From an optimization exercise on the open Yosys and OpenROAD flow, aimed at small area; shortcuts taken in it are not production practice. In this exercise RTL edits were held to simulation tests only and were not proved equivalent to the original. Power is estimated from default activity; no workload was simulated.

Design CombinedCode, start of the top module:
module CombinedCode(clk,rst,switch, btn1, btn2,keypad_col,keypad_row, dot_row, dot_col, seven_right, led1, led2);
Size in the first run: roughly 46 I/O pins.
export LEC_CHECK = 0
export ABC_AREA = 1
export CAP_MARGIN = 20
export CORE_MARGIN = 2
export CORE_UTILIZATION = 65
export SLEW_MARGIN = 20
create_clock -name core_clock -period 8.0 [get_ports {clk}]
standard.sh (not shown) runs the stock make flow with config.mk's settings and CLKGATE_MAP_FILE= SYNTH_SCRIPT=/design/flow/synth_recipe.tcl, a recipe that flattens the netlist after the stock synthesis.
==> flow/flow/run.sh <==
#!/bin/bash
# Standard layout, except: the combinational cells of the standard synthesis are mapped again
# for area (registers untouched; the smallest of five ABC scripts' results is kept), the port
# buffers use the smallest buffer cell, and the clock tree uses mid-size buffers without dummy
# loads. Each tool's output goes to its own log here.
set -euo pipefail
export BUFFER_PORTS_ARGS="-buffer_cell sky130_fd_sc_hd__buf_1"
export CTS_ARGS="-sink_clustering_enable -repair_clock_nets -sink_clustering_size 10 -sink_clustering_max_diameter 40 -buf_list sky130_fd_sc_hd__clkbuf_4 -dont_use_dummy_load"
YOSYS=${YOSYS_EXE:-$FLOW_HOME/../tools/install/yosys/bin/yosys}
R=orfs/results/$FLOW_PLATFORM/CombinedCode/base
bash standard.sh synth > synth.log 2>&1
cp $R/1_2_yosys.v standard_synth.v
best=""; best_area=""
for s in 1 2 3 4 5; do
  mkdir -p reopt_$s
  REOPT_LIB=$FLOW_HOME/platforms/$FLOW_PLATFORM/lib/sky130_fd_sc_hd__tt_025C_1v80.lib \
  REOPT_IN=standard_synth.v REOPT_OUT=reopt_$s/netlist.v REOPT_DIR=reopt_$s REOPT_ABC=flow/reopt_$s.abc \
    $YOSYS -c flow/reopt.tcl > reopt_$s.log 2>&1 || continue
  a=$(awk '/Chip area for top module/ {print $NF}' reopt_$s/reopt_after.stat)
  if [[ -n "$a" ]] && { [[ -z "$best" ]] || awk -v a="$a" -v b="$best_area" 'BEGIN {exit !(a < b)}'; }; then
    best=$s; best_area=$a
  fi
done
echo "re-mapped netlist: script $best, area $best_area" > reopt_choice.txt
if [[ -n "$best" ]]; then cp reopt_$best/netlist.v $R/1_2_yosys.v; fi
bash standard.sh finish > layout.log 2>&1
Other scripts of this flow, unchanged in this note and not shown: flow/flow/reopt.tcl, flow/flow/reopt_1.abc, flow/flow/reopt_2.abc, flow/flow/reopt_3.abc, flow/flow/reopt_4.abc, flow/flow/reopt_5.abc
Then changed:
--- a/flow/design.v
+++ b/flow/design.v
@@ -167,25 +167,25 @@
   end
 endfunction
 reg [2:0] c8;     
 reg [1:0] c3;     
 reg [7:0] l167;   
 reg [10:0] l1201; 
 reg [8:0] l301;   
 wire e167  = ((l167  & 8'hcf)   == 8'hc2);      
 wire e1201 = ((l1201 & 11'h2f7) == 11'h2d6);    
 wire b_end = ((l301 & 9'h0df)   == 9'h05a);     
 wire b_s0  = ((l301 & 9'h177)   == 9'h074);     
 wire b_s1  = ((l301 & 9'h0bf)   == 9'h03c);     
-always @(posedge clk or negedge rst) begin
+always @(posedge clk) begin
   if (!rst) begin
     c8 <= 3'd0;
     c3 <= 2'd0;
     l167 <= 8'ha4;
     l1201 <= 11'h7bc;
     l301 <= 9'h0f4;
   end else begin
     c8 <= c8 + 3'd1;
     c3 <= {c3[0], ~(c3[0] | c3[1])};
     l167 <= {l167[6:0], l167[7] ^ l167[2] ^ e167};
     l1201 <= {l1201[9:0], l1201[10] ^ l1201[0] ^ e1201};
     l301 <= {l301[7:0], l301[8] ^ l301[1] ^ b_end};
@@ -259,55 +259,52 @@
 wire [7:0] g1 = glyph(d1, hr);
 wire [7:0] g2 = glyph(d2, hr);
 wire [15:0] h_col = hv ? {g2, g1} : 16'd0;
 reg [7:0] rnd;
 reg pm;            
 wire spn_late  = tick_spn & c8[1];                                      
 wire spn_early = tick_spn & ~c8[1];                                     
 wire spn_apply = (c8[1:0] == 2'd1) & c3_1 & ((l167 & 8'h77) == 8'h42);  
 wire rnd_mode = spn_late ? switch : pm;
 always @(posedge clk) begin
   if (spn_early) pm <= switch;
 end
-always @(posedge clk or negedge rst) begin
+always @(posedge clk) begin
   if (!rst) rnd <= 8'd1;
   else if (spn_late | spn_apply) rnd <= rnd_mode ? {rnd[6:0], rnd[7] ^ rnd[5] ^ rnd[4] ^ rnd[3]} : 8'd1;
 end
 wire [7:0] prod = rnd[6:3] * rnd[4:1];
 wire [3:0] rn = {prod[5], prod[4], rnd[7], prod[3]};
 wire [3:0] sel = rn;   
 reg [2:0] kd;      
 reg [1:0] kr;      
 reg kv;            
 reg [3:0] kb;      
 wire kev = kd[2] & ~kd[1];
 wire col_ok = (keypad_col == 4'b1110) | (keypad_col == 4'b1101) |
               (keypad_col == 4'b1011) | (keypad_col == 4'b0111);
 wire [1:0] ci = {~keypad_col[3] | ~keypad_col[2], ~keypad_col[3] | ~keypad_col[1]};
 assign keypad_row = ~(4'b0001 << kr);
 always @(posedge clk or negedge rst) begin
-  if (!rst) begin
-    kd <= 3'd0;
-    kr <= 2'd0;
-    kv <= 1'b0;
-  end else if (!switch) begin
+  if (!rst) kr <= 2'd0;
+  else if (!switch) kr <= 2'd0;
+  else if (kev) kr <= kr + 2'd1;
+end
+always @(posedge clk) begin
+  if (!rst | !switch) begin
     kd <= 3'd0;
-    kr <= 2'd0;
     kv <= 1'b0;
   end else begin
     kd <= {kd[1:0], ~kd[2]};
-    if (kev) begin
-      kr <= kr + 2'd1;
-      if (col_ok) kv <= 1'b1;
-    end
+    if (kev & col_ok) kv <= 1'b1;
   end
 end
 always @(posedge clk) begin
   if (switch & kev & col_ok) kb <= keyid(~{kr, ci});
 end
 reg [8:0] ra [0:7];
 reg [8:0] rb [0:7];
 reg m1;            
 reg swp;           
 reg xv;            
 reg [3:0] xi;      
 wire tw = m1 & ~quiet;
@@ -326,25 +323,25 @@
   for (i = 7; i > 0; i = i - 1) begin
     ra[i] <= ra[i-1];
     rb[i] <= rb[i-1];
   end
   ra[0] <= na;
   rb[0] <= nb;
 end
 always @(posedge clk) begin
   if (xa | xb) xi <= {xb, c8};
 end
 wire T1 = tick_div & switch;
 wire T0 = tick_div & ~switch;
-always @(posedge clk or negedge rst) begin
+always @(posedge clk) begin
   if (!rst) begin
     m1 <= 1'b0;
     swp <= 1'b1;
     xv <= 1'b0;
   end else begin
     if (tick_div) m1 <= switch;
     if (c8 == 3'd7) swp <= 1'b0;
     if (T1) xv <= 1'b0;
     else if (xa | xb) xv <= 1'b1;
   end
 end
 reg [15:0] lit;
@@ -365,27 +362,26 @@
 assign X[13] = xv & (xi == 4'd1);  assign K[13] = kv & (kb == 4'd1);  assign S[13] = (sel == 4'd1);
 assign X[14] = xv & (xi == 4'd4);  assign K[14] = kv & (kb == 4'd4);  assign S[14] = (sel == 4'd4);
 assign X[15] = xv & (xi == 4'd7);  assign K[15] = kv & (kb == 4'd7);  assign S[15] = (sel == 4'd7);
 wire [3:0] XP = {|X[15:12], |X[11:8], |X[7:4], |X[3:0]};
 wire [3:0] KP = {|K[15:12], |K[11:8], |K[7:4], |K[3:0]};
 wire hit = |(K & lit);
 reg [15:0] lit_n;
 integer s;
 always @(*) begin
   for (s = 0; s < 16; s = s + 1)
     lit_n[s] = XP[s/4] ? (lit[s] & ~X[s]) : KP[s/4] ? (lit[s] & ~K[s]) : (lit[s] | S[s]);
 end
-always @(posedge clk or negedge rst) begin
-  if (!rst) lit <= 16'd0;
-  else if (T0) lit <= 16'd0;
+always @(posedge clk) begin
+  if (!rst | T0) lit <= 16'd0;
   else if (T1) lit <= lit_n;
 end
 reg [2:0] rd;      
 reg vm;            
 reg [3:0] cap;     
 wire [2:0] rd1 = rd + 3'd1;
 always @(posedge clk or negedge rst) begin
   if (!rst) begin
     rd <= 3'd7;
     vm <= 1'b0;
     cap <= 4'd0;
   end else if (tick_dot) begin
After rerunning: Routed wire length fell by about 9%. Worst setup slack improves by 320 ps. First-iteration DRC count fell by 18%. Non-clock buffer count rose by 1. Die area fell by 1.2%. Critical path depth rose by 6. Total power rose by about 8%. Final area fell by about 1.1%. Core utilization fell by 0.27 points. Count of clock-buffer cells in the layout stays the same.

==> re-timing with driven ports <==
No port has a modelled driver above. Below, the same layouts with a new extraction and two added sets of constraints.
Step 1, drivers: a clkbuf_16 drives clk and a buf_2 each remaining input, both assumed.
Step 2 times the ports against the registers' clock, not the clock port: input delays grow and output delays shrink by t, the midpoint of the rising clock arrivals with the driver on.
Slacks: ideal ports / drivers / drivers and shift; pairs: ideal ports / drivers.
run | shift t [ns] | setup WS [ns] | latest minus earliest clock arrival (ns)
the first run | 0.691 | 2.797 / 2.771 / 2.771 | 0.051 / 0.051
the second run | 0.675 | 3.119 / 3.084 / 3.217 | 0.068 / 0.068
After both steps every run listed still meets setup and hold. For the first run, which loses most, drivers alone change the setup slack by -0.026 ns; drivers and shift together by -0.026 ns.
